From an optimization exercise on the open Yosys and OpenROAD flow, aimed at small area, a short achievable clock period and few clock cycles per item; shortcuts taken in it are not production practice. At most, simulation tests tie the RTL to the original design; equivalence was not proved. For runs 4 and 5, only the layout was checked, not whether the RTL still works.

$ cat flow/run.sh
#!/bin/bash
# The standard layout, with plain buf_1 cells as the port buffers
# (by default buffer_ports picks clkdlybuf4s50_1, which is bigger and slower).
set -o pipefail
export BUFFER_PORTS_ARGS="-buffer_cell sky130_fd_sc_hd__buf_1"
bash standard.sh > standard.log 2>&1
$ cat standard.sh
#!/bin/bash
# synth_recipe.tcl (not shown) runs the flow's synth.tcl, then flattens the netlist and writes it again
# the make line also repeats each setting of config.mk as NAME=value (left out here)
make -C /OpenROAD-flow-scripts/flow DESIGN_CONFIG=/design/flow/config.mk WORK_HOME=/design/flow/orfs CLKGATE_MAP_FILE= SYNTH_SCRIPT=/design/flow/synth_recipe.tcl "${@:-finish}"
$ cat config.mk
export PLATFORM = sky130hd
export DESIGN_NAME = lcm
export DESIGN_NICKNAME = lcm
export VERILOG_FILES = /design/flow/design.v
export SDC_FILE = /design/flow/constraint.sdc
export NUM_CORES = 4
export LEC_CHECK = 0
export CAP_MARGIN = 20
export CORE_MARGIN = 2
export CORE_UTILIZATION = 40
export SLEW_MARGIN = 20
$ cat constraint.sdc
create_clock -name core_clock -period 100.0 [get_ports {clk}]
set_input_delay 20.0000 -clock core_clock [delete_from_list [all_inputs] [get_ports {clk}]]
set_output_delay 20.0000 -clock core_clock [all_outputs]
set_load 0.01 [all_outputs]
$ cat design.v
`timescale 1ns/1ns
module lcm#(
parameter DATA_W = 16)
(
input [DATA_W-1:0] A,
input [DATA_W-1:0] B,
input 			vld_in,
input			rst_n,
input 			clk,
output	wire	[DATA_W*2-1:0] 	lcm_out,
output	wire 	[DATA_W-1:0]	mcd_out,
output	reg					vld_out
);
localparam W = DATA_W;
localparam P = 2*DATA_W;
reg [W-1:0] u, v;
reg [P-1:0] pu, pv;
reg         busy;
wire [W-1:0] uv = u | v;
wire [W-1:0] m = uv & (~uv + 1'b1);
wire [W-1:0] u0 = u, v0 = v;
wire [P-1:0] pu0 = pu, pv0 = pv;
wire t1 = |(u0 & (m << 0));
wire t2 = |(u0 & (m << 1));
wire t3 = |(u0 & (m << 2));
wire t4 = |(u0 & (m << 3));
wire t5 = |(u0 & (m << 4));
wire t6 = |(v0 & (m << 0));
wire t7 = |(v0 & (m << 1));
wire t8 = |(v0 & (m << 2));
wire t9 = |(v0 & (m << 3));
wire t10 = |(v0 & (m << 4));
wire [W-1:0] u1, v1;
wire [P-1:0] pu1, pv1;
wire t11 = ~t1;
wire t12 = ~t6 & ~t11;
assign u1 = t11 ? (u0 >> 1) : u0;
assign pu1 = t11 ? (pu0 << 1) : pu0;
assign v1 = t12 ? (v0 >> 1) : v0;
assign pv1 = t12 ? (pv0 << 1) : pv0;
wire t13 = t11 ? t2 : t1;
wire t14 = t11 ? t3 : t2;
wire t15 = t11 ? t4 : t3;
wire t16 = t11 ? t5 : t4;
wire t17 = t12 ? t7 : t6;
wire t18 = t12 ? t8 : t7;
wire t19 = t12 ? t9 : t8;
wire t20 = t12 ? t10 : t9;
wire [W-1:0] u2, v2;
wire [P-1:0] pu2, pv2;
wire [W-1:0] d2; wire bo2, lt2, eq2;
rsub #(W) sub2 (.a(u1), .b(v1), .d(d2), .lt(bo2));
fcmp #(W) cmp2 (.a(u1), .b(v1), .lt(lt2), .eq(eq2));
wire [W-1:0] ad2;
cneg #(W) neg2 (.x(d2), .n(lt2), .y(ad2));
assign u2 = ad2;
radd #(P) add2 (.a(pu1), .b(pv1), .s(pv2));
assign v2 = lt2 ? u1 : v1;
assign pu2 = lt2 ? pv1 : pu1;
wire t21 = t13 ^ t17 ^ 1'b0;
wire t22 = (~t13 & t17) | (~(t13 ^ t17) & 1'b0);
wire t23 = t14 ^ t18 ^ t22;
wire t24 = (~t14 & t18) | (~(t14 ^ t18) & t22);
wire t25 = t15 ^ t19 ^ t24;
wire t26 = (~t15 & t19) | (~(t15 ^ t19) & t24);
wire t27 = t16 ^ t20 ^ t26;
wire t28 = (~t16 & t20) | (~(t16 ^ t20) & t26);
wire t29 = t21 ^ (lt2 & 1'b0);
wire t30 = 1'b0 | t21;
wire t31 = t23 ^ (lt2 & t30);
wire t32 = t30 | t23;
wire t33 = t25 ^ (lt2 & t32);
wire t34 = t32 | t25;
wire t35 = t27 ^ (lt2 & t34);
wire t36 = t34 | t27;
wire t37 = lt2 ? t13 : t17;
wire t38 = lt2 ? t14 : t18;
wire t39 = lt2 ? t15 : t19;
wire t40 = lt2 ? t16 : t20;
wire t41 = 1'b0 | eq2;
wire [W-1:0] u3, v3;
wire [P-1:0] pu3, pv3;
wire t42 = ~t29;
assign u3 = t42 ? (u2 >> 1) : u2;
assign pu3 = t42 ? (pu2 << 1) : pu2;
assign v3 = v2;
assign pv3 = pv2;
wire t43 = t42 ? t31 : t29;
wire t44 = t42 ? t33 : t31;
wire t45 = t42 ? t35 : t33;
wire [W-1:0] u4, v4;
wire [P-1:0] pu4, pv4;
wire t46 = ~t43;
assign u4 = t46 ? (u3 >> 1) : u3;
assign pu4 = t46 ? (pu3 << 1) : pu3;
assign v4 = v3;
assign pv4 = pv3;
wire t47 = t46 ? t44 : t43;
wire t48 = t46 ? t45 : t44;
wire [W-1:0] u5, v5;
wire [P-1:0] pu5, pv5;
wire [W-1:0] d5; wire bo5, lt5, eq5;
rsub #(W) sub5 (.a(u4), .b(v4), .d(d5), .lt(bo5));
assign lt5 = bo5;
assign eq5 = ~|d5;
wire [W-1:0] ad5;
cneg #(W) neg5 (.x(d5), .n(lt5), .y(ad5));
wire t49 = lt5 & ~t41;
assign u5 = ad5 & {W{~t41}};
radd #(P) add5 (.a(pv4), .b(pu4 & {P{~t41}}), .s(pv5));
assign v5 = t49 ? u4 : v4;
assign pu5 = t49 ? pv4 : pu4;
wire t50 = t47 ^ t37 ^ 1'b0;
wire t51 = (~t47 & t37) | (~(t47 ^ t37) & 1'b0);
wire t52 = t48 ^ t38 ^ t51;
wire t53 = (~t48 & t38) | (~(t48 ^ t38) & t51);
wire t54 = t41 | eq5;
wire [W-1:0] u6, v6;
wire [P-1:0] pu6, pv6;
wire t55 = |(u5 & (m << 0));
wire t56 = ~t55;
assign u6 = t56 ? (u5 >> 1) : u5;
assign pu6 = t56 ? (pu5 << 1) : pu5;
assign v6 = v5;
assign pv6 = pv5;
wire done = ~|u6;
always @(posedge clk) begin
	if (vld_in) begin
		u  <= A;
		v  <= B;
		pu <= {P{1'b0}};
		pv <= {{W{1'b0}}, A};
	end
	else begin
		u  <= u6;
		v  <= v6;
		pu <= pu6;
		pv <= pv6;
	end
end
always @(posedge clk or negedge rst_n)
	if (!rst_n) begin
		busy    <= 1'b0;
		vld_out <= 1'b0;
	end
	else begin
		busy    <= vld_in | (busy & ~done);
		vld_out <= busy & ~vld_in & done;
	end
assign mcd_out = v;
assign lcm_out = pv;
endmodule
module radd #(parameter N = 32) (input [N-1:0] a, input [N-1:0] b, output [N-1:0] s);
wire [N:0] c;
assign c[0] = 1'b0;
genvar i;
generate for (i = 0; i < N; i = i + 1) begin : g
	assign s[i] = a[i] ^ b[i] ^ c[i];
	assign c[i+1] = (a[i] & b[i]) | (c[i] & (a[i] ^ b[i]));
end endgenerate
endmodule
module rsub #(parameter N = 16) (input [N-1:0] a, input [N-1:0] b, output [N-1:0] d, output lt);
wire [N:0] c;
assign c[0] = 1'b1;
genvar i;
generate for (i = 0; i < N; i = i + 1) begin : g
	assign d[i] = a[i] ^ ~b[i] ^ c[i];
	assign c[i+1] = (a[i] & ~b[i]) | (c[i] & (a[i] ^ ~b[i]));
end endgenerate
assign lt = ~c[N];
endmodule
module cneg #(parameter N = 16) (input [N-1:0] x, input n, output [N-1:0] y);
wire [N:0] seen;
assign seen[0] = 1'b0;
genvar i;
generate for (i = 0; i < N; i = i + 1) begin : g
	assign y[i] = x[i] ^ (n & seen[i]);
	assign seen[i+1] = seen[i] | x[i];
end endgenerate
endmodule
module fcmp #(parameter N = 16) (input [N-1:0] a, input [N-1:0] b, output lt, output eq);
generate
if (N == 1) begin : leaf
	assign lt = ~a[0] & b[0];
	assign eq = ~(a[0] ^ b[0]);
end
else begin : node
	wire lth, eqh, ltl, eql;
	fcmp #(N/2) hi (.a(a[N-1:N/2]), .b(b[N-1:N/2]), .lt(lth), .eq(eqh));
	fcmp #(N/2) lo (.a(a[N/2-1:0]), .b(b[N/2-1:0]), .lt(ltl), .eq(eql));
	assign lt = lth | (eqh & ltl);
	assign eq = eqh & eql;
end
endgenerate
endmodule
==> results of run 1 <==
## per-stage QoR
stage / hold slack [ps]
finish: 463
global route: 483
CTS: 467
detailed placement: 473
global placement: 477
floorplan: 452
## cells by family after synthesis
kind of cell,count (synthesis)
and+or+nand+nor,454
xor gates and xnor gates,23
adders and majority gates,110
DFF,98
buffers and inverters,176
muxes,149
AOI/OAI and AO/OA,380
## final cells by class
| type | instances | share of cell area [%] |
|---|---|---|
| inverter | 61 | 1.92 |
| tap | 372 | 3.90 |
| clock inverter | 5 | 0.714 |
| sequential | 98 | 16.5 |
| clock buffer | 11 | 2.04 |
| multi-input combinational | 1116 | 71.1 |
| timing repair buffer | 102 | 3.82 |
## worst max path at each step
stage | from | to | slack [ps] | depth (start not counted)
detailed placement | vld_in | pu[16]$_SDFF_PP0_ | 77300 | 6
finish | vld_in | pu[16]$_SDFF_PP0_ | 77650 | 6
floorplan | vld_in | pu[10]$_SDFF_PP0_ | 78800 | 6
global route | vld_in | pu[16]$_SDFF_PP0_ | 77470 | 6
global placement | vld_in | pu[16]$_SDFF_PP0_ | 77330 | 6
CTS | vld_in | pu[16]$_SDFF_PP0_ | 77690 | 6
## metal layers
layer | GRT usage, % | share of wire (%) | up-vias
met1 | 34.5 | 42 | 5229
met2 | 43.8 | 47 | 549
met3 | 4.02 | 7.5 | 85
met5 | 0 | 0 | -
met4 | 9.29 | 3.2 | 0
li1 | - | - | 5034
## cell usage in the layout (no fill, tap or decap), types with 8 or more instances in the layout
cell type | synthesis | routed
nand3_1 | 41 | 41
o21a_1 | 9 | 9
mux2i_1 | 132 | 132
nor3_1 | 28 | 28
o22ai_1 | 25 | 25
nand4_1 | 24 | 24
buf_4 | 1 | 19
fa_1 | 89 | 89
buf_1 | 12 | 82
o211ai_1 | 13 | 13
a21o_1 | 19 | 18
nor4_1 | 19 | 18
ha_1 | 21 | 20
a21oi_1 | 70 | 69
mux2_2 | 16 | 16
and2_1 | 8 | 8
or2_2 | 8 | 8
dfxtp_1 | 96 | 96
o2bb2ai_1 | 9 | 9
o21ai_0 | 106 | 106
inv_1 | 61 | 61
a22o_1 | 11 | 11
nand2b_1 | 8 | 8
xnor2_1 | 15 | 15
xor2_1 | 8 | 8
nor2_1 | 140 | 139
a31oi_1 | 29 | 29
and3_1 | 10 | 10
nand2_1 | 131 | 131
clkbuf_16 | 0 | 9
## flip-flops by register name (all words and copies together) (netlist names)
register  cells
pu           32
pv           32
u            16
v            16
busy          1
vld_out       1
## worst max-delay path, cell delays in order
cell,delay [ps]
clkbuf_2,70
buf_4,570
inv_1,710
nand2b_1,810
nor2_1,80
a221o_1,310
==> notes.md, run 1 <==
status=complete, no violations; die width=170 um; Clock transition at path regs=90 ps; Critical Path RT=roughly 100000 ps; max_slew headroom=29.3%; post-route cell area=roughly 0.012 mm2; highest net fanout along the worst path=71; Area growth syn-to-layout=7.55%; final period utilization=between 20 and 25%; post-cts resize count=0; die height=170 um; mux cell area share after synthesis=approximately 14%; Compound-Gate Fraction of Synth Area=between 20 and 25%; Syn. warnings=1; Post-synth EDFFs=0; Worst R2R End=pv[31]$_SDFF_PP0_; Tot GR Track Use=26.2%; Fill cells=2746; top cells by area, synth=dfxtp_1, fa_1, mux2i_1; core area=0.0271 mm2; endpoint class of the critical path=flop; worst reg2reg setup slack=81570 ps; Num CTS Buffers=9; Cell Count Post-Placement=1749; Yosys top cell by area=dfxtp_1; wire per inst=21.4 um; DR iter-0 viols=slightly below 1k; Mean Syn Cell Area=7.98 um2; Mapped Cells=1390; Placer Congestion=0.970; XOR/XNOR share of the synthesized area=1.82%; hold crit path type=reg -> reg; Worst Hold End=vld_out$_DFF_PN0_; HPWL after detailed placement=28100 um; layout cells sized above 1=5.60%; count leader, synth=nor2_1; #FFs+latches synth=98; die area=0.0291 mm2; Final Setup Violations=0; fin nets=1533; TritonCTS clock tree=done; Achievable Freq=between 0.04 and 0.05 GHz; H-tree depth=3; total gr overflow=0; Layout Utilization=44.0%; FF-to-FF path depth=54; # IOs=84; # DRC=0; Post-Syn Area=0.0111 mm2; largest net degree at the start of global routing=between 70 and 80; Final min period=22350 ps; Post-Synth Simple-Gate Area=19.5%; sum of negative setup slack=0 ps; CP arrival=22600 ps; register area=0.00197 mm2; critical path class=in -> reg; top_reg_cell synth=dfxtp_1; actual slew at the worst max-slew pin=1060 ps; crit start category=input pin; Synth top area share=between 15 and 20%; RSZ-0062 raised after global routing=false; Initial Utilization=40.9%; maxcap violations=0; most instantiated cells after synthesis=nor2_1, mux2i_1, nand2_1; number of vias per cell=6.17; antenna violations before repair=0; number of global-route vias before repair=approximately 11k; clock buffer depth=2; adder-cell share of the synthesized area=18.4%; Clk Latency, worst-skew pair=roughly 370 ps; Worst Min Path Start=busy$_DFF_PN0_; RR Startpoint=u[6]$_DFF_P_; Post-CTS Hold Buffers=0; first-pass GRT wire length=59400 um; clock root buffer=clkbuf_16; CTS sink count=between 90 and 100; DP Area=0.0116 mm2; # diodes=0; via count=10.9k; dpl ws=77300 ps; fin cells=1765; Post-CTS Setup Repair Bufs=0; cell row count=60; IO buf count=83; syn nets=1535; post-synth cell types=82; share of flip-flops with an asynchronous set or reset=2.04%; hold path depth=1; number of iterations in the first detailed-routing pass=6; Final Max Tran Viols=0; Seq/Total Area, Yosys=17.8%; final hold violation count=0; final worst slack=roughly 78000 ps; WL final=37800 um; multi-input logic area=0.00847 mm2; largest family of logic cells by synthesized area=compound AO/OA/AOI/OAI gates; Antenna Nets Post-Route=0; Final Skew=22.2 ps
Testbench counts, summed over its fixed seeds: cycles 11,369, items 1,600.
==> run 2: changes to the inputs <==
--- a/config.mk
+++ b/config.mk
@@ -8,4 +8,4 @@
 export CAP_MARGIN = 20
 export CORE_MARGIN = 2
 export CORE_UTILIZATION = 40
-export SLEW_MARGIN = 20
+export SLEW_MARGIN = 60
==> run 2 against run 1 <==
Effect of this change:
- final cell count is 0.11% higher
- design area is 0.99% higher
- global-route usage is 0.083 points higher
- first-iteration DRC count is 7.7% higher
- critical path depth stayed put
- still clean on timing, DRC and antenna
- critical endpoint unchanged
- worst setup slack better by 590 ps
- utilization is 0.43 points higher
==> notes.md, run 2 <==
Clock transition at path regs=70 ps (-20 ps); actual slew at the worst max-slew pin=633 ps (-426 ps); total gr overflow=0 (unchanged); number of global-route vias before repair=10.7k (+0.56%); antenna violations before repair=0 (unchanged); fin nets=1536 (+0.20%); Syn. warnings=1 (unchanged); CP arrival=22010 ps (-590 ps); IO buf count=83 (unchanged); post-cts resize count=0 (unchanged); top_reg_cell synth=dfxtp_1; Largest regs=pu x32, pv x32; # IOs=84 (unchanged); first-pass GRT wire length=59700 um (+0.42%); # DRC=0 (unchanged); Mapped Cells=1390 (unchanged); highest net fanout along the worst path=71 (unchanged); maxcap violations=0 (unchanged); Critical Path RT=100250 ps (about the same); Final min period=21760 ps (-592 ps); final hold violation count=0 (unchanged); final period utilization=21.8% (-0.59 points); Yosys top cell by area=dfxtp_1; Post-CTS Setup Repair Bufs=0 (unchanged); top cells by area, synth=dfxtp_1, fa_1, mux2i_1; Placer Congestion=0.970 (unchanged); Area growth syn-to-layout=8.61%; Seq/Total Area, Yosys=17.8% (unchanged); wire per inst=21.4 um (+0.10%); Num CTS Buffers=9 (unchanged); core area=0.0271 mm2 (unchanged); Initial Utilization=40.9% (unchanged); count leader, synth=nor2_1; die width=170 um (unchanged); Post-synth EDFFs=0 (unchanged); max_slew headroom=57.8% (+28 points); # diodes=0 (unchanged); Final Max Tran Viols=0 (unchanged); Fill cells=2753 (+0.25%); status=complete, no violations; number of vias per cell=6.18 (+0.13%); Final Setup Violations=0 (unchanged); Final Skew=20.9 ps (-1.29 ps); clock buffer depth=2 (unchanged); Clk Latency, worst-skew pair=370 ps (about the same); die height=170 um (unchanged); most instantiated cells after synthesis=nor2_1, mux2i_1, nand2_1; Tot GR Track Use=26.3% (+0.083 points); Post-Syn Area=0.0111 mm2 (unchanged); largest net degree at the start of global routing=72 (unchanged); Achievable Freq=0.0460 GHz (+2.7%); WL final=37900 um (+0.22%); DR iter-0 viols=1044 (+7.7%); Worst Min Path Start=busy$_DFF_PN0_; via count=10.9k (+0.25%); RR Startpoint=u[5]$_DFF_P_; Synth top area share=17.3% (unchanged); crit start category=input pin; number of iterations in the first detailed-routing pass=5 (-1); RSZ-0062 raised after global routing=false; HPWL after detailed placement=28300 um (+0.60%); CP max-delay cell=clkinv_2; post-synth cell types=82 (unchanged); CP Buf/Inv Count=3 (unchanged); Mean Syn Cell Area=7.98 um2 (unchanged); cell row count=60 (unchanged); #FFs+latches synth=98 (unchanged); critical path class=in -> reg; crit-path max cell delay=570 ps (-240 ps); Post-CTS Hold Buffers=0 (unchanged); TritonCTS clock tree=done; Crit path max-delay family=buffers and inverters; beginning of the critical path=vld_in; most common cell after layout, fill and taps aside=nor2_1; endpoint class of the critical path=flop; clock root buffer=clkbuf_16; H-tree depth=3 (unchanged); layout cells sized above 1=6.88% (+1.3 points); sum of negative setup slack=0 ps (unchanged); die area=0.0291 mm2 (unchanged); syn nets=1535 (unchanged); hold crit path type=reg -> reg; CTS sink count=98 (unchanged); Antenna Nets Post-Route=0 (unchanged); crit-path cells=clkbuf_2 > clkbuf_8 > clkinv_2 > nand2b_2 > nor2_1 > a221o_1; share of flip-flops with an asynchronous set or reset=2.04% (unchanged); most frequent cells in the layout=nor2_1, mux2i_1, nand2_1, o21ai_0, dfxtp_1
==> run 2: kinds of logic (layout without fill, tap and decap cells) <==
| group | count (synthesis) | in the layout | synth area share, % |
|---|---|---|---|
| XOR/XNOR | 23 | 23 | 1.82 |
| AND/OR/NAND/NOR | 454 | 454 | 19.5 |
| multiplexers | 149 | 149 | 13.7 |
| flip-flops | 98 | 98 | 17.8 |
| adder cells (fa/ha/maj) | 110 | 110 | 18.4 |
| AO/OA/AOI/OAI | 380 | 380 | 22.3 |
| buffers and inverters | 176 | 181 | 6.32 |
==> run 2: routing by layer <==
layer  up-vias  GRT usage (%)  part of all wire, %
li1       5048              -                    -
met1      5320           34.6                   43
met2       483           44.5                   47
met3        73           3.88                  6.9
met4         0           8.36                  2.6
met5         -              0                    0
==> run 2: stage by stage <==
| stage | util, % | setup WS [ps] | std cells | hold slack (ps) | instance area [um2] |
|---|---|---|---|---|---|
| after floorplan | - | 78800 | 1390 | 452 | 11100 |
| after global placement | 42.8 | 77330 | 1749 | 477 | 11600 |
| after detailed placement | 43.1 | 78100 | 1752 | 487 | 11700 |
| after CTS | 44.3 | 78480 | 1767 | 501 | 12000 |
| after global routing | 44.4 | 78130 | 1767 | 525 | 12000 |
| final | 44.4 | 78240 | 1767 | 494 | 12000 |
==> run 2: path summary, 6_finish.rpt <==
kind / to / slack [ps] / cells after the start
max reg2reg: pv[31]$_SDFF_PP0_ / 82110 / 56
min in group asynchronous: vld_out$_DFF_PN0_ / 19420 / 1
max: pu[16]$_SDFF_PP0_ / 78240 / 6
min: vld_out$_DFF_PN0_ / 490 / 1
max in group asynchronous: busy$_DFF_PN0_ / 80450 / 1
min reg2reg: vld_out$_DFF_PN0_ / 490 / 1
==> run 2: area by class of cell <==
cell class,instances,area (um2),share of cell area [%]
timing repair buffer,105,499,4.15
tap,372,465,3.87
sequential,98,1970,16.4
clock inverter,6,90.1,0.748
clock buffer,9,225,1.87
inverter,61,230,1.91
multi-input combinational,1116,8560,71.1
==> run 3: changes to the inputs <==
--- a/config.mk
+++ b/config.mk
@@ -5,7 +5,8 @@
 export SDC_FILE = /design/flow/constraint.sdc
 export NUM_CORES = 4
 export LEC_CHECK = 0
+export ABC_AREA = 1
 export CAP_MARGIN = 20
 export CORE_MARGIN = 2
 export CORE_UTILIZATION = 40
-export SLEW_MARGIN = 60
+export SLEW_MARGIN = 20
==> run 3 against run 2 <==
Effect of this change:
- wire length up 3.6%
- critical path depth up 2
- first-iteration DRC count down 1.9%
- maximum frequency grew 2.7%
- clock skew down 11 ps
- count of clock-buffer cells in the layout stayed put
- flip-flop and latch count unchanged
- hold slack got worse by 6.5 ps
- utilization is 0.93 points lower
- largest cell class unchanged
==> notes.md, run 3 <==
status=complete, no violations; post-synth cell types=50 (-39%); Mean Syn Cell Area=6.16 um2 (-23%); hold crit path type=reg -> reg; fin cells=2220 (+26%); die height=171 um (+0.35%); Area growth syn-to-layout=7.63%; Fill cells=3028 (+10%); first-pass GRT wire length=61800 um (+3.5%); H-tree depth=3 (unchanged); Initial Utilization=40.4% (-0.49 points); final period utilization=21.2% (-0.58 points); WL final=39300 um (+3.6%); Worst Min Path Start=busy$_DFF_PN0_; Placer Congestion=0.948 (-2.2%); Tot GR Track Use=27.4% (+1.1 points); endpoint class of the critical path=flop; die width=171 um (+0.35%); maxcap violations=0 (unchanged); DR iter-0 viols=1024 (-1.9%); highest net fanout along the worst path=65 (-8.5%); most frequent cells in the layout=nand2_1, inv_1, nand3_1, o21ai_0, nor2_1; post-route cell area=0.0120 mm2 (-0.19%); Syn. warnings=1 (unchanged); Achievable Freq=0.0472 GHz (+2.7%); Synth top area share=22.0% (+4.6 points); critical path class=in -> reg; DR WL met2=18100 um (+0.83%); register area=0.00197 mm2 (about the same); CTS sink count=98 (unchanged); Yosys top cell by area=nand2_1; multi-input logic area=0.00805 mm2 (-6.0%); Metal-1 WL=17200 um (+5.2%); count leader, synth=nand2_1; final hold violation count=0 (unchanged); final worst slack=78820 ps (+576 ps); top_reg_cell synth=dfxtp_1; Post-synth EDFFs=0 (unchanged); Mapped Cells=1813 (+30%); TritonCTS clock tree=done; Cell Count Post-Placement=2204 (+26%); top cells by area, synth=nand2_1, dfxtp_1, fa_1; Antenna Nets Post-Route=0 (unchanged); #FFs+latches synth=98 (unchanged); hold path depth=2 (+1); CP arrival=21440 ps (-570 ps); Clock transition at path regs=80 ps (about the same); max_slew headroom=42.7% (-15 points); largest net degree at the start of global routing=73 (+1.4%); Seq/Total Area, Yosys=17.7% (-0.13 points); most instantiated cells after synthesis=nand2_1, inv_1, nand3_1; Worst R2R End=pv[31]$_SDFF_PP0_; die area=0.0293 mm2 (+0.71%); beginning of the critical path=vld_in; Top Layer Used=met4; Largest regs=pu x32, pv x32; DP Area=0.0117 mm2 (+0.16%); cell row count=61 (+1.7%); # diodes=0 (unchanged); Post-CTS Setup Repair Bufs=0 (unchanged); via count=12.0k (+9.6%); sum of negative setup slack=0 ps (unchanged); Critical Path End=v[1]$_DFF_P_; post-cts resize count=0 (unchanged); RR Startpoint=v[10]$_DFF_P_; Clk Latency, worst-skew pair=370 ps (about the same); antenna violations before repair=0 (unchanged); Num CTS Buffers=9 (unchanged); number of vias per cell=5.39 (-13%); worst reg2reg setup slack=81610 ps (-500 ps); Post-Syn Area=0.0112 mm2 (+0.72%); Final Skew=10.1 ps (-10.8 ps); HPWL after detailed placement=29500 um (+4.2%); syn nets=1958 (+28%); number of iterations in the first detailed-routing pass=5 (unchanged); Critical Path RT=100260 ps (about the same); Final min period=21180 ps (-576 ps); crit start category=input pin; share of flip-flops with an asynchronous set or reset=2.04% (unchanged); core area=0.0276 mm2 (+1.9%); wire per inst=17.7 um (-18%); number of global-route vias before repair=11.4k (+6.8%); most common cell after layout, fill and taps aside=nand2_1; RSZ-0062 raised after global routing=false; clock root buffer=clkbuf_16; dpl ws=78450 ps (+347 ps); total gr overflow=0 (unchanged); Post-CTS Hold Buffers=0 (unchanged); layout cells sized above 1=3.91% (-3.0 points); # IOs=84 (unchanged); Final Setup Violations=0 (unchanged); FF-to-FF path depth=60 (+7.1%); fin nets=1982 (+29%); Final Max Tran Viols=0 (unchanged); clock buffer depth=2 (unchanged); actual slew at the worst max-slew pin=860 ps (+227 ps); # DRC=0 (unchanged); IO buf count=83 (unchanged); WL met3=2300 um (-13%)
-- run 3: final cells by class --
type	instances	share of cell area, %
Clock buffer	9	1.87
Clock inverter	7	0.698
Inverter	205	6.40
Multi-Input combinational cell	1422	67.0
Sequential cell	98	16.4
Tap cell	378	3.94
Timing Repair Buffer	101	3.73
-- run 3: stage by stage --
step | hold WS (ps) | util [%]
global placement | 461 | 42.4
finish | 488 | 43.5
global route | 508 | 43.5
floorplan | 442 | -
detailed placement | 466 | 42.4
CTS | 486 | 43.5
-- run 3: kinds of logic after synthesis --
kind of cell               Yosys count  synth area share, %
adders and majority gates          110                 18.3
AOI/OAI and AO/OA                  255                 12.3
DFF                                 98                 17.7
buffers and inverters              293                 10.5
xor gates and xnor gates            17                 1.33
muxes                                4                0.359
and+or+nand+nor                   1036                 39.5
-- run 3: routing by layer --
| metal | GRT usage [%] | vias to the layer above |
|---|---|---|
| met4 | 12.8 | 0 |
| met2 | 44.7 | 405 |
| met3 | 3.35 | 84 |
| met1 | 36.1 | 5609 |
| li1 | - | 5871 |
| met5 | 0 | - |
-- run 3: worst min-delay path by stage --
| stage | slack (ps) | to |
|---|---|---|
| global placement | 460 | busy$_DFF_PN0_ |
| CTS | 490 | busy$_DFF_PN0_ |
| finish | 490 | busy$_DFF_PN0_ |
| floorplan | 440 | busy$_DFF_PN0_ |
| detailed placement | 470 | busy$_DFF_PN0_ |
| global route | 510 | busy$_DFF_PN0_ |
-- run 3: worst max-delay path, cell delays in order --
cell and delay [ps]:
clkbuf_2 80, buf_4 560, clkinv_1 140, buf_4 300
o21ai_0 130, inv_1 60, nand2_1 60, nand2_1 40
==> run 4: changes to the inputs <==
--- a/design.v
+++ b/design.v
@@ -123,7 +123,15 @@
 assign pu6 = t56 ? (pu5 << 1) : pu5;
 assign v6 = v5;
 assign pv6 = pv5;
-wire done = ~|u6;
+wire [W-1:0] u7, v7;
+wire [P-1:0] pu7, pv7;
+wire t57 = |(u6 & (m << 0));
+wire t58 = ~t57;
+assign u7 = t58 ? (u6 >> 1) : u6;
+assign pu7 = t58 ? (pu6 << 1) : pu6;
+assign v7 = v6;
+assign pv7 = pv6;
+wire done = ~|u7;
 always @(posedge clk) begin
 	if (vld_in) begin
 		u  <= A;
@@ -132,10 +140,10 @@
 		pv <= {{W{1'b0}}, A};
 	end
 	else begin
-		u  <= u6;
-		v  <= v6;
-		pu <= pu6;
-		pv <= pv6;
+		u  <= u7;
+		v  <= v7;
+		pu <= pu7;
+		pv <= pv7;
 	end
 end
 always @(posedge clk or negedge rst_n)
--- a/config.mk
+++ b/config.mk
@@ -5,7 +5,6 @@
 export SDC_FILE = /design/flow/constraint.sdc
 export NUM_CORES = 4
 export LEC_CHECK = 0
-export ABC_AREA = 1
 export CAP_MARGIN = 20
 export CORE_MARGIN = 2
 export CORE_UTILIZATION = 40
==> run 4 against run 3 <==
Effect of this change:
- area after synthesis up 11%
- design area up 9.2%
- count of clock-buffer cells in the layout up 2
- wire length up 18%
- final cell count down 10%
- first-iteration DRC count up 16%
- global-route usage up 0.76 points
- largest cell class unchanged
- still clean
- via count up 6.7%
- highest routed layer unchanged
- hold slack better by 49 ps
- sequential share of layout area down 1.4 points
- die area up 11%
==> notes.md, run 4 <==
status=complete, no violations; TritonCTS clock tree=done; Antenna Nets Post-Route=0 (unchanged); dpl ws=78010 ps (-438 ps); cell row count=64 (+4.9%); clock buffer depth=2 (unchanged); total gr overflow=0 (unchanged); actual slew at the worst max-slew pin=1100 ps (+240 ps); fin nets=1739 (-12%); wire per inst=23.2 um (+31%); CP arrival=21940 ps (+500 ps); Mean Syn Cell Area=7.73 um2 (+26%); clock root buffer=clkbuf_16; antenna violations before repair=0 (unchanged); top_reg_cell synth=dfxtp_1; Tot GR Track Use=28.1% (+0.76 points); layout cells sized above 1=6.63% (+2.7 points); RSZ-0062 raised after global routing=false; syn nets=1747 (-11%); Final Skew=20.0 ps (+9.86 ps); largest net degree at the start of global routing=65 (-11%); number of vias per cell=6.40 (+19%); #FFs+latches synth=98 (unchanged); DR iter-0 viols=1183 (+16%); # DRC=0 (unchanged); Post-CTS Setup Repair Bufs=0 (unchanged); number of global-route vias before repair=12.3k (+7.8%); most instantiated cells after synthesis=nand2_1, nor2_1, a21oi_1; post-synth cell types=104 (+110%); most common cell after layout, fill and taps aside=nand2_1; Critical Path RT=100290 ps (+30 ps); Final Setup Violations=0 (unchanged); WL final=46300 um (+18%); crit start category=input pin; Clock transition at path regs=80 ps (about the same); die width=180 um (+5.2%); Placer Congestion=0.951 (+0.35%); Num CTS Buffers=9 (unchanged); met1 usage=37.0% (+0.85 points); most frequent cells in the layout=nand2_1, nor2_1, a21oi_1, o21ai_0, dfxtp_1; sum of negative setup slack=0 ps (unchanged); Syn. warnings=1 (unchanged); gr busiest metal=met2; endpoint class of the critical path=flop; max_slew headroom=24.8% (-18 points); via count=12.8k (+6.7%); Mapped Cells=1602 (-12%); hold crit path type=reg -> reg; maxcap violations=0 (unchanged); Yosys top cell by area=dfxtp_1; grt met2 use=47.2% (+2.6 points); final period utilization=21.7% (+0.47 points); highest net fanout along the worst path=51 (-22%); final hold violation count=0 (unchanged); H-tree depth=3 (unchanged); # IOs=84 (unchanged); Final Max Tran Viols=0 (unchanged); Post-CTS Hold Buffers=0 (unchanged); Area growth syn-to-layout=5.92%; first-pass GRT wire length=72100 um (+17%); share of flip-flops with an asynchronous set or reset=2.04% (unchanged); post-cts resize count=0 (unchanged); number of iterations in the first detailed-routing pass=5 (unchanged); Largest regs=pu x32, pv x32; Initial Utilization=40.6% (+0.18 points); core area=0.0305 mm2 (+10%); Final min period=21650 ps (+473 ps); top cells by area, synth=dfxtp_1, fa_1, mux2i_1; count leader, synth=nand2_1; critical path class=in -> reg; Post-synth EDFFs=0 (unchanged); die height=180 um (+5.2%); Post-Syn Area=0.0124 mm2 (+11%); Synth top area share=15.5% (-6.5 points); GR Util met3=3.61% (+0.25 points); die area=0.0324 mm2 (+11%); Seq/Total Area, Yosys=15.9% (-1.7 points); HPWL after detailed placement=34500 um (+17%); final worst slack=78350 ps (-473 ps); Achievable Freq=0.0462 GHz (-2.2%); Clk Latency, worst-skew pair=390 ps (+20 ps); CTS sink count=98 (unchanged); IO buf count=83 (unchanged)
==> run 4: changes by cell type after synthesis, moves of 23 or more <==
cell      previous run  this run
nand2_1            654       173
nand3_1            191        36
inv_1              196        77
mux2i_1              4        95
a21oi_1             23       107
nor2_1             106       168
o21ai_0            154        99
clkbuf_1            42        79
o211ai_1             4        37
a31oi_1              3        30
nand4_1             41        14
nor3_1              11        34
==> run 4: routing by layer <==
metal | part of all wire, % | up-vias
li1 | - | 5820
met1 | 42 | 6253
met2 | 48 | 589
met3 | 6.5 | 111
met4 | 3.5 | 0
met5 | 0 | -
==> run 4: metrics by stage <==
stage	area [um2]	hold slack [ps]	instances	util (%)
CTS	13100	538	1994	43.0
detailed placement	12800	518	1979	42.1
floorplan	12400	502	1602	-
finish	13100	537	1995	43.0
global route	13100	586	1994	43.0
global placement	12800	523	1979	42.1
==> run 4: logic make-up after synthesis <==
logic type      after synthesis  synth area share (%)
simple gates                556                  21.8
compound gates              502                  27.7
buf+inv                     201                  7.07
mux                         113                  9.44
fa+ha+maj                   110                  16.5
flops                        98                  15.9
xor+xnor                     22                  1.56
==> run 4: worst max-delay path: stages <==
cell and delay (ps):
clkbuf_4 370, nor2_1 650, nand2_1 510, o21bai_1 310
o221ai_1 80
==> run 4: cell type report <==
class                      count  area, um2
fill                        3158      17400
timing repair buffer         105        480
tap                          396        495
inverter                      77        289
antenna                        1       2.50
clock inverter                 4       36.3
clock buffer                  11        243
sequential                    98       1970
multi-input combinational   1303       9600
==> run 4: final timing paths <==
path / start / end / slack [ps] / cells past startpoint
worst max-delay path: vld_in / pu[21]$_SDFF_PP0_ / 78350 / 5
min in group asynchronous: rst_n / vld_out$_DFF_PN0_ / 19400 / 1
worst min-delay path: busy$_DFF_PN0_ / vld_out$_DFF_PN0_ / 540 / 1
worst min register to register: busy$_DFF_PN0_ / vld_out$_DFF_PN0_ / 540 / 1
worst max register to register: u[2]$_DFF_P_ / pu[21]$_SDFF_PP0_ / 81860 / 47
max in group asynchronous: rst_n / busy$_DFF_PN0_ / 80480 / 1
==> run 5: changes to the inputs <==
--- a/config.mk
+++ b/config.mk
@@ -5,6 +5,7 @@
 export SDC_FILE = /design/flow/constraint.sdc
 export NUM_CORES = 4
 export LEC_CHECK = 0
+export ABC_AREA = 1
 export CAP_MARGIN = 20
 export CORE_MARGIN = 2
 export CORE_UTILIZATION = 40
==> run 5 against run 4 <==
Effect of this change:
- still clean
- worst setup slack lost 210 ps
- first-iteration DRC count shrank 12%
- via count shrank 3.6%
- final cell count grew 15%
- count of clock-buffer cells in the layout is the same
- area after synthesis shrank 5.7%
- register-to-register slack gained 110 ps
- clock skew shrank 5.4 ps
==> notes.md, run 5 <==
DR iter-0 viols=1036 (-12%); Num CTS Buffers=9 (unchanged); crit start category=input pin; dpl ws=77730 ps (-275 ps); status=complete, no violations; Antenna Nets Post-Route=0 (unchanged); critical path class=in -> reg; crit-path max cell delay=670 ps (+20 ps); # IOs=84 (unchanged); core area=0.0287 mm2 (-5.9%); worst reg2reg setup slack=81970 ps (+110 ps); IO buf count=83 (unchanged); Seq/Total Area, Yosys=16.9% (+0.97 points); Final Max Tran Viols=0 (unchanged); Placer Congestion=0.925 (-2.7%); max_slew headroom=40.5% (+16 points); via count=12.3k (-3.6%); Final Setup Violations=0 (unchanged); count leader, synth=nand2_1; Critical Path RT=100260 ps (-30 ps); CTS sink count=98 (unchanged); CP arrival=22130 ps (+190 ps); RSZ-0062 raised after global routing=false; number of vias per cell=5.37 (-16%); WL final=38400 um (-17%); Achievable Freq=0.0457 GHz (-0.98%); Initial Utilization=40.7% (+0.079 points); die height=175 um (-2.8%); # DRC=0 (unchanged); Clock transition at path regs=70 ps (about the same); top_reg_cell synth=dfxtp_1; Yosys top cell by area=nand2_1; Tot GR Track Use=25.3% (-2.8 points); Post-CTS Setup Repair Bufs=0 (unchanged); RR Startpoint=v[5]$_DFF_P_; share of flip-flops with an asynchronous set or reset=2.04% (unchanged); number of iterations in the first detailed-routing pass=8 (+3); final period utilization=21.9% (+0.21 points); FF-to-FF path depth=62 (+32%); Worst R2R End=pv[31]$_SDFF_PP0_; #FFs+latches synth=98 (unchanged); post-synth cell types=51 (-51%); Mapped Cells=1885 (+18%); # diodes=0 (-1); antenna violations before repair=0 (unchanged); largest net degree at the start of global routing=81 (+25%); Post-CTS Hold Buffers=0 (unchanged); Area growth syn-to-layout=7.16%; Layout Utilization=43.6% (+0.59 points); endpoint class of the critical path=flop; most common cell after layout, fill and taps aside=nand2_1; CP max-delay cell=buf_4; first-pass GRT wire length=61200 um (-15%); hold path depth=2 (+1); maxcap violations=0 (unchanged); Worst Min Path Start=busy$_DFF_PN0_; Clk Latency, worst-skew pair=370 ps (-20 ps); CP Buf/Inv Count=4 (+3); Largest regs=pu x32, pv x32; layout cells sized above 1=5.03% (-1.6 points); clock root buffer=clkbuf_16; final hold violation count=0 (unchanged); final worst slack=78130 ps (-214 ps); sum of negative setup slack=0 ps (unchanged); TritonCTS clock tree=done; most frequent cells in the layout=nand2_1, inv_1, o21ai_0, nand3_1, dfxtp_1; most instantiated cells after synthesis=nand2_1, inv_1, o21ai_0; Post-Syn Area=0.0117 mm2 (-5.7%); Worst Hold End=busy$_DFF_PN0_; total gr overflow=0 (unchanged); post-cts resize count=0 (unchanged); die area=0.0306 mm2 (-5.6%); Post-synth EDFFs=0 (unchanged); Final Skew=14.6 ps (-5.42 ps); Mean Syn Cell Area=6.19 um2 (-20%); Final min period=21870 ps (+214 ps); HPWL after detailed placement=28900 um (-16%); Crit path top cell by count=nand2_1; cell row count=62 (-3.1%); hold crit path type=reg -> reg; top cells by area, synth=nand2_1, dfxtp_1, fa_1; syn nets=2030 (+16%); H-tree depth=3 (unchanged); fin nets=2048 (+18%); highest net fanout along the worst path=80 (+57%); die width=175 um (-2.8%); Crit path max-delay family=buffers and inverters; Synth top area share=22.1% (+6.5 points); crit-path cells=buf_2 > buf_4 > inv_1 > nand2_1 > inv_2 > nand2_1 > nand2_1; Syn. warnings=1 (unchanged); clock buffer depth=2 (unchanged); number of global-route vias before repair=11.8k (-4.3%); wire per inst=16.7 um (-28%); actual slew at the worst max-slew pin=893 ps (-206 ps)
## run 5: cell count changes after synthesis, moves of 42 or more
| cell | before | now |
|---|---|---|
| nand2_1 | 173 | 686 |
| inv_1 | 77 | 202 |
| nand3_1 | 36 | 139 |
| o21ai_0 | 99 | 189 |
| a21oi_1 | 107 | 21 |
| mux2i_1 | 95 | 12 |
| nor2_1 | 168 | 87 |
| clkbuf_1 | 79 | 37 |
## run 5: worst max-delay path by stage
stage            from                 to  slack, ps  depth (start not counted)
3_5_place_dp   vld_in  pu[15]$_SDFF_PP0_      77730                          7
2_1_floorplan  vld_in      pv[1]$_DFF_P_      79000                          5
5_1_grt        vld_in   pu[8]$_SDFF_PP0_      77880                          7
3_3_place_gp   vld_in  pu[31]$_SDFF_PP0_      77800                          7
6_report       vld_in  pu[15]$_SDFF_PP0_      78130                          7
4_1_cts        vld_in  pu[15]$_SDFF_PP0_      78110                          7
## run 5: logic make-up after synthesis
family / count (synthesis) / share of synthesized area [%]
AOI/OAI and AO/OA: 317 / 14.6
DFF: 98 / 16.9
xor gates and xnor gates: 21 / 1.58
adders and majority gates: 110 / 17.5
and+or+nand+nor: 1024 / 38.0
muxes: 12 / 1.03
buffers and inverters: 303 / 10.4
## run 5: worst min-delay path, stage by stage, from the launching register on
cell,delay (ps)
dfrtp_1,350
nand2_1,60
nand2_1,50
## run 5: per-layer routing
metal / routed length [um] / share of wire (%) / up-vias / global-route usage (%)
met5: 0 / 0 / - / 0
met4: 1460 / 3.8 / 0 / 10.0
met3: 2460 / 6.4 / 84 / 3.42
met2: 17300 / 45 / 431 / 41.8
met1: 17100 / 45 / 5708 / 33.5
li1: - / - / 6091 / -
## run 5: stage by stage
step / instance area (um2) / std cells / hold slack (ps)
5_1_grt: 12500 / 2292 / 549
4_1_cts: 12500 / 2291 / 498
6_report: 12500 / 2292 / 496
3_5_place_dp: 12200 / 2275 / 476
2_1_floorplan: 11700 / 1885 / 442
3_3_place_gp: 12200 / 2275 / 457
## run 5: layout make-up
| cell class | count | area, um2 |
|---|---|---|
| Fill cell | 3132 | 16200 |
| Tap cell | 384 | 480 |
| Multi-Input combinational cell | 1484 | 8500 |
| Timing Repair Buffer | 99 | 445 |
| Clock buffer | 11 | 233 |
| Clock inverter | 5 | 86.3 |
| Sequential cell | 98 | 1970 |
| Inverter | 211 | 795 |
==> run 6: changes to the inputs <==
--- a/design.v
+++ b/design.v
@@ -123,15 +123,7 @@
 assign pu6 = t56 ? (pu5 << 1) : pu5;
 assign v6 = v5;
 assign pv6 = pv5;
-wire [W-1:0] u7, v7;
-wire [P-1:0] pu7, pv7;
-wire t57 = |(u6 & (m << 0));
-wire t58 = ~t57;
-assign u7 = t58 ? (u6 >> 1) : u6;
-assign pu7 = t58 ? (pu6 << 1) : pu6;
-assign v7 = v6;
-assign pv7 = pv6;
-wire done = ~|u7;
+wire done = ~|u6;
 always @(posedge clk) begin
 	if (vld_in) begin
 		u  <= A;
@@ -140,10 +132,10 @@
 		pv <= {{W{1'b0}}, A};
 	end
 	else begin
-		u  <= u7;
-		v  <= v7;
-		pu <= pu7;
-		pv <= pv7;
+		u  <= u6;
+		v  <= v6;
+		pu <= pu6;
+		pv <= pv6;
 	end
 end
 always @(posedge clk or negedge rst_n)
==> flow/run.sh (replaced) <==
#!/bin/bash
# Own layout flow: the standard flow (standard.sh) with two changes:
#  1. synthesis maps the logic with ABC's area mapper (amap, script
#     flow/abc_area_map.script) instead of ORFS's abc_area.script; every other
#     synthesis step, the registers and their names are the standard flow's own
#     (synth_recipe.tcl is used unchanged, with the abc command wrapped);
#  2. the port buffers are plain buf_1 cells (buffer_ports would pick
#     clkdlybuf4s50_1, which is bigger and slower).
# Each tool's output goes to a log in this folder (and ORFS's own logs under
# orfs/logs).
set -euo pipefail
here=$(pwd)
scr="$here/flow/abc_area_map.script"
{
  cat <<EOT
proc abc {args} {
  set i [lsearch -exact \$args -script]
  if {\$i >= 0} { lset args [expr {\$i + 1}] {$scr} }
  yosys abc {*}\$args
}
EOT
  cat synth_recipe.tcl
} > my_synth.tcl
sed "s#SYNTH_SCRIPT=[^ ]*#SYNTH_SCRIPT=$here/my_synth.tcl#" standard.sh > my_standard.sh
grep -q "SYNTH_SCRIPT=$here/my_synth.tcl" my_standard.sh
export BUFFER_PORTS_ARGS="-buffer_cell sky130_fd_sc_hd__buf_1"
bash my_standard.sh > flow.log 2>&1
==> flow/abc_area_map.script (new file) <==
strash
dch
amap
topo
stime -c
buffer -c
upsize -c
dnsize -c
==> run 6 against run 5 <==
Effect of this change:
- worst setup slack worse by 54 ps
- critical path type unchanged
- largest cell class unchanged
==> notes.md, run 6 <==
Seq/Total Area, Yosys=21.0% (+4.1 points); post-synth cell types=53 (+3.9%); WL final=30300 um (-21%); Post-CTS Hold Buffers=0 (unchanged); die height=157 um (-10%); Synth top area share=20.5% (-1.6 points); Antenna Nets Post-Route=0 (unchanged); highest net fanout along the worst path=62 (-23%); final hold violation count=0 (unchanged); Crit path max-delay family=buffers and inverters; Area growth syn-to-layout=8.72%; Yosys top cell by area=dfxtp_1; endpoint class of the critical path=flop; Syn. warnings=1 (unchanged); CP max-delay cell=nand2_1; RSZ-0062 raised after global routing=false; layout cells sized above 1=5.03% (about the same); # DRC=0 (unchanged); multi-input logic area=0.00663 mm2 (-22%); Mean Syn Cell Area=7.92 um2 (+28%); DP Area=0.00989 mm2 (-19%); Post-CTS Setup Repair Bufs=0 (unchanged); antenna violations before repair=0 (unchanged); GR Util met3=2.97% (-0.44 points); Final Max Tran Viols=0 (unchanged); syn nets=1329 (-35%); register area=0.00197 mm2 (unchanged); HPWL after detailed placement=21800 um (-25%); via count=9319 (-24%); CP arrival=22200 ps (+70 ps); instance count on the critical path=6 (-1); Mapped Cells=1184 (-37%); Largest regs=pu x32, pv x32; sum of negative setup slack=0 ps (unchanged); largest net degree at the start of global routing=63 (-22%); Post-Syn Area=0.00938 mm2 (-20%); count leader, synth=o22ai_1; CP Buf/Inv Count=4 (unchanged); crit-path cells=clkbuf_2 > buf_4 > inv_2 > buf_4 > nand2_1 > o22ai_1; Crit path top cell by count=buf_4; Tot GR Track Use=24.7% (-0.58 points); total gr overflow=0 (unchanged); Num CTS Buffers=9 (unchanged); Fill cells=2447 (-22%); core area=0.0233 mm2 (-19%); H-tree depth=3 (unchanged); hold crit path type=reg -> reg; clock buffer depth=2 (unchanged); top cells by area, synth=dfxtp_1, fa_1, o22ai_1; post-route cell area=0.0102 mm2 (-18%); most instantiated cells after synthesis=o22ai_1, nor2_1, inv_1; first-pass GRT wire length=48000 um (-22%); number of vias per cell=6.09 (+13%); max_slew headroom=30.2% (-10 points); crit-path max cell delay=800 ps (+130 ps); actual slew at the worst max-slew pin=1040 ps (+151 ps); critical path class=in -> reg; share of flip-flops with an asynchronous set or reset=2.04% (unchanged); # diodes=0 (unchanged); Post-synth EDFFs=0 (unchanged); Clk Latency, worst-skew pair=380 ps (about the same); Final Setup Violations=0 (unchanged); met1 usage=33.3% (-0.18 points); number of iterations in the first detailed-routing pass=5 (-3); most frequent cells in the layout=o22ai_1, nor2_1, inv_1, dfxtp_1; clock root buffer=clkbuf_16; Final min period=21920 ps (+54.0 ps); number of global-route vias before repair=9092 (-23%); Placer Congestion=0.897 (-3.0%); die area=0.0247 mm2 (-19%); status=complete, no violations; #FFs+latches synth=98 (unchanged); grt met2 use=41.2% (-0.59 points); hold path depth=1 (-1); cell row count=56 (-9.7%); TritonCTS clock tree=done; wire per inst=19.8 um (+18%); Achievable Freq=0.0456 GHz (-0.25%); final period utilization=21.9% (+0.054 points); most common cell after layout, fill and taps aside=o22ai_1; Clock transition at path regs=70 ps (about the same); crit start category=input pin; maxcap violations=0 (unchanged); fin nets=1352 (-34%); CTS sink count=98 (unchanged); FF-to-FF path depth=81 (+31%); Critical Path RT=100270 ps (about the same); DR iter-0 viols=689 (-33%); top_reg_cell synth=dfxtp_1; # IOs=84 (unchanged); Initial Utilization=40.3% (-0.36 points); gr busiest metal=met2; post-cts resize count=0 (unchanged); Final Skew=16.9 ps (+2.35 ps); die width=157 um (-10%); IO buf count=83 (unchanged)
run 6: cell count changes after synthesis, moves of 21 or more:
cell,delta
a21oi_1,+29
a22o_1,+23
clkbuf_1,+21
inv_1,-85
nand2_1,-596
nand3_1,-139
nand4_1,-32
nor2_1,+41
o21ai_0,-130
o21ai_1,-50
o221ai_1,+24
o22a_1,+87
o22ai_1,+186
run 6: final timing paths:
kind	startpoint	end	slack [ps]
max in group asynchronous	rst_n	vld_out$_DFF_PN0_	80480
max	vld_in	pu[6]$_SDFF_PP0_	78080
min	busy$_DFF_PN0_	vld_out$_DFF_PN0_	520
min in group asynchronous	rst_n	busy$_DFF_PN0_	19400
max reg2reg	v[0]$_DFF_P_	vld_out$_DFF_PN0_	79120
min reg2reg	busy$_DFF_PN0_	vld_out$_DFF_PN0_	520
run 6: kinds of logic (layout without fill, tap and decap cells):
group                      Yosys count  after routing  share of synthesized area (%)
adders and majority gates          110            110                           21.8
buffers and inverters              208            236                           8.63
DFF                                 98             98                           21.0
AOI/OAI and AO/OA                  496            496                           35.7
and+or+nand+nor                    272            272                           12.9
run 6: area by class of cell:
class / instances / area share, %
repair buffers: 98 / 4.17
well taps: 319 / 3.91
multi-input cells: 878 / 65.0
flip-flops and latches: 98 / 19.3
inverters: 122 / 4.52
clock inverters: 7 / 0.810
clock buffers: 9 / 2.21
run 6: worst register-to-register path: cells and delay by family (launching register included):
family                     cells  cell delay [ps]
adders and majority gates     17             7420
and+or+nand+nor               17             5060
AOI/OAI and AO/OA             25             4300
buffers and inverters         22             3640
DFF                            1              410
run 6: per-layer routing:
metal / wire (um) / up-vias
met3: 2080 / 40
li1: - / 4418
met5: 0 / -
met4: 641 / 0
met1: 13200 / 4525
met2: 14400 / 336
run 6: metrics by stage:
stage	util [%]	hold slack, ps	instances	setup slack, ps
floorplan	-	477	1184	79020
global placement	42.5	489	1515	77550
detailed placement	42.5	506	1515	77540
CTS	43.8	523	1531	77910
global route	43.8	540	1531	77620
finish	43.8	518	1531	78080
Testbench counts of run 6, summed over its fixed seeds: cycles 11,369, items 1,600.
==> run 7: changes to the inputs <==
--- a/flow/run.sh
+++ b/flow/run.sh
@@ -5,7 +5,10 @@
 #     synthesis step, the registers and their names are the standard flow's own
 #     (synth_recipe.tcl is used unchanged, with the abc command wrapped);
 #  2. the port buffers are plain buf_1 cells (buffer_ports would pick
-#     clkdlybuf4s50_1, which is bigger and slower).
+#     clkdlybuf4s50_1, which is bigger and slower);
+#  3. before the resizer's repair_design (ORFS's PRE_RESIZE_TCL hook) a
+#     fanout limit is set (flow/fanout.tcl), so high-fanout nets get buffer
+#     trees.
 # Each tool's output goes to a log in this folder (and ORFS's own logs under
 # orfs/logs).
 set -euo pipefail
@@ -23,5 +26,6 @@
 } > my_synth.tcl
 sed "s#SYNTH_SCRIPT=[^ ]*#SYNTH_SCRIPT=$here/my_synth.tcl#" standard.sh > my_standard.sh
 grep -q "SYNTH_SCRIPT=$here/my_synth.tcl" my_standard.sh
+export PRE_RESIZE_TCL="$here/flow/fanout.tcl"
 export BUFFER_PORTS_ARGS="-buffer_cell sky130_fd_sc_hd__buf_1"
 bash my_standard.sh > flow.log 2>&1
==> flow/fanout.tcl (new file) <==
# Limit fanout while the resizer buffers nets, so that high-fanout nets
# (the load select from vld_in in particular) get a buffer tree.
set_max_fanout 12 [current_design]
==> run 7 against run 6 <==
Effect of this change:
- hold slack better by 1.5 ps
- flip-flop and latch count stayed put
- non-clock buffer count is 84 higher
- highest routed layer unchanged
- wire length is 11% higher
- first-iteration DRC count is 15% higher
- clock skew is 7.9 ps lower
- die area stayed put
- still clean
- synthesized cell count stayed put
==> notes.md, run 7 <==
RR Startpoint=v[0]$_DFF_P_; Post-Syn Area=0.00938 mm2 (unchanged); # IOs=84 (unchanged); endpoint class of the critical path=flop; Yosys top cell by area=dfxtp_1; Post-CTS Hold Buffers=0 (unchanged); Worst R2R End=pu[3]$_SDFF_PP0_; die area=0.0247 mm2 (unchanged); layout cells sized above 1=4.63% (-0.40 points); Final Setup Violations=0 (unchanged); Final min period=26120 ps (+4200 ps); most frequent cells in the layout=o22ai_1, nor2_1, inv_1, dfxtp_1, nand2_1; Tot GR Track Use=27.7% (+3.0 points); WL final=33800 um (+11%); worst reg2reg setup slack=73880 ps (-5240 ps); Syn. warnings=1 (unchanged); Final Max Tran Viols=0 (unchanged); via count=9776 (+4.9%); clock root buffer=clkbuf_16; Area growth syn-to-layout=17.7%; Mean Syn Cell Area=7.92 um2 (unchanged); hold crit path type=reg -> reg; #FFs+latches synth=98 (unchanged); TritonCTS clock tree=done; max_slew headroom=49.5% (+19 points); die width=157 um (unchanged); number of global-route vias before repair=9673 (+6.4%); top cells by area, synth=dfxtp_1, fa_1, o22ai_1; most instantiated cells after synthesis=o22ai_1, nor2_1, inv_1; Synth top area share=20.5% (unchanged); Clk Latency, worst-skew pair=370 ps (about the same); largest net degree at the start of global routing=19 (-70%); total gr overflow=0 (unchanged); CTS sink count=98 (unchanged); status=complete, no violations; FF-to-FF path depth=89 (+9.9%); number of vias per cell=6.05 (-0.55%); sum of negative setup slack=0 ps (unchanged); crit start category=flop; Fill cells=2368 (-3.2%); first-pass GRT wire length=52600 um (+9.6%); HPWL after detailed placement=26800 um (+23%); syn nets=1329 (unchanged); post-synth cell types=53 (unchanged); Largest regs=pu x32, pv x32; # DRC=0 (unchanged); post-cts resize count=0 (unchanged); Critical Path RT=100230 ps (-40 ps); Final Skew=9.02 ps (-7.89 ps); DR iter-0 viols=789 (+15%); fin cells=1615 (+5.5%); CP arrival=26350 ps (+4150 ps); Num CTS Buffers=9 (unchanged); cell row count=56 (unchanged); wire per inst=20.9 um (+5.7%); die height=157 um (unchanged); critical path class=reg -> reg; # diodes=0 (unchanged); hold path depth=1 (unchanged); Cell Count Post-Placement=1599 (+5.5%); IO buf count=83 (unchanged); Clock transition at path regs=80 ps (about the same); Placer Congestion=0.897 (unchanged); Initial Utilization=40.3% (unchanged); Antenna Nets Post-Route=0 (unchanged); Achievable Freq=0.0383 GHz (-16%); count leader, synth=o22ai_1; maxcap violations=0 (unchanged); clock buffer depth=2 (unchanged); Seq/Total Area, Yosys=21.0% (unchanged); core area=0.0233 mm2 (unchanged); share of flip-flops with an asynchronous set or reset=2.04% (unchanged); Layout Utilization=47.4% (+3.6 points); Mapped Cells=1184 (unchanged); Worst Hold End=vld_out$_DFF_PN0_; final period utilization=26.1% (+4.2 points); most common cell after layout, fill and taps aside=o22ai_1; antenna violations before repair=0 (unchanged); crit-path max cell delay=960 ps (+160 ps); actual slew at the worst max-slew pin=754 ps (-290 ps); fin nets=1436 (+6.2%); top_reg_cell synth=dfxtp_1; Post-CTS Setup Repair Bufs=0 (unchanged); H-tree depth=3 (unchanged); final hold violation count=0 (unchanged); highest net fanout along the worst path=12 (-81%); number of iterations in the first detailed-routing pass=5 (unchanged); Worst Min Path Start=busy$_DFF_PN0_; Post-synth EDFFs=0 (unchanged); RSZ-0062 raised after global routing=false; CP max-delay cell=clkdlybuf4s50_1
## run 7: cell counts after synthesis
No cell type changed its count.
## run 7: area by class of cell
class | count | area, um2 | area share, %
Clock buffer | 9 | 225 | 2.04
Clock inverter | 7 | 82.6 | 0.748
Inverter | 122 | 460 | 4.17
Multi-Input combinational cell | 878 | 6630 | 60.1
Sequential cell | 98 | 1970 | 17.9
Tap cell | 319 | 399 | 3.62
Timing Repair Buffer | 182 | 1270 | 11.5
## run 7: per-layer routing
metal  vias to the layer above  routed length, um  global-route usage [%]
met1                      4695              14000                    36.6
met3                        55               2940                    4.71
li1                       4594                  -                       -
met4                         0                988                    9.31
met2                       432              15900                    46.2
met5                         -                  0                       0
## run 7: cells by family (layout without fill, tap and decap cells)
kind of cell    count (synthesis)  count (layout)  share of synthesized area [%]
simple gates                  272             272                           12.9
fa+ha+maj                     110             110                           21.8
buf+inv                       208             320                           8.63
compound gates                496             496                           35.7
flops                          98              98                           21.0
## run 7: per-stage QoR
step | area (um2) | setup slack (ps) | hold slack (ps)
6_report | 11000 | 73880 | 520
5_1_grt | 11000 | 72380 | 541
4_1_cts | 11000 | 74090 | 524
3_5_place_dp | 10700 | 74120 | 507
3_3_place_gp | 9890 | 77550 | 489
2_1_floorplan | 9380 | 79020 | 477
## run 7: worst max path at each step
| stage | from | to | slack (ps) |
|---|---|---|---|
| final | v[0]$_DFF_P_ | pu[3]$_SDFF_PP0_ | 73880 |
| after global routing | v[0]$_DFF_P_ | pu[2]$_SDFF_PP0_ | 72380 |
| after CTS | v[0]$_DFF_P_ | pu[18]$_SDFF_PP0_ | 74090 |
| after detailed placement | v[0]$_DFF_P_ | pu[25]$_SDFF_PP0_ | 74120 |
| after global placement | vld_in | pu[31]$_SDFF_PP0_ | 77550 |
| after floorplan | vld_in | pu[16]$_SDFF_PP0_ | 79020 |
## run 7: worst max-delay path: cells and delay by family, from the launching register on
| family | cells | cell delay (ps) |
|---|---|---|
| buf+inv | 30 | 9460 |
| fa+ha+maj | 17 | 7300 |
| compound gates | 23 | 3960 |
| simple gates | 19 | 4780 |
| flops | 1 | 410 |

==> afterwards: timing with drivers on the ports <==
The flow's constraints put no driver on any port. The routed layouts listed below were extracted and timed again, unchanged, in two steps. Step 1: set_driving_cell puts a clkbuf_16 on clk and a buf_2 on each other input, an assumption about the parent block. Step 2 adds t to the input delays and takes it off the output delays; t is the mean of the earliest and latest rising clock arrival at the registers after step 1. Input paths then give back, and output paths get back, about the clock's delay inside the block. Slacks: ideal / step 1 / step 2; pairs: ideal / step 1.
run	shift t [ns]	setup WS [ns]	worst setup path after step 2	worst slew at a driven data input, ns
run 1	0.412	77.651 / 77.680 / 77.268	input to register	0.04
run 2	0.411	78.243 / 78.271 / 77.860	input to register	0.04
run 3	0.414	78.819 / 78.838 / 78.424	input to register	0.06
run 4	0.427	78.346 / 78.377 / 77.950	input to register	0.04
run 5	0.411	78.132 / 78.159 / 77.748	input to register	0.05
run 6	0.413	78.078 / 78.102 / 77.689	input to register	0.06
run 7	0.410	73.883 / 73.883 / 73.883	register to register	0.06
After both steps setup and hold are still met in every run listed. For run 4, which loses most, drivers alone change the setup slack by +0.031 ns; drivers and shift together by -0.396 ns.
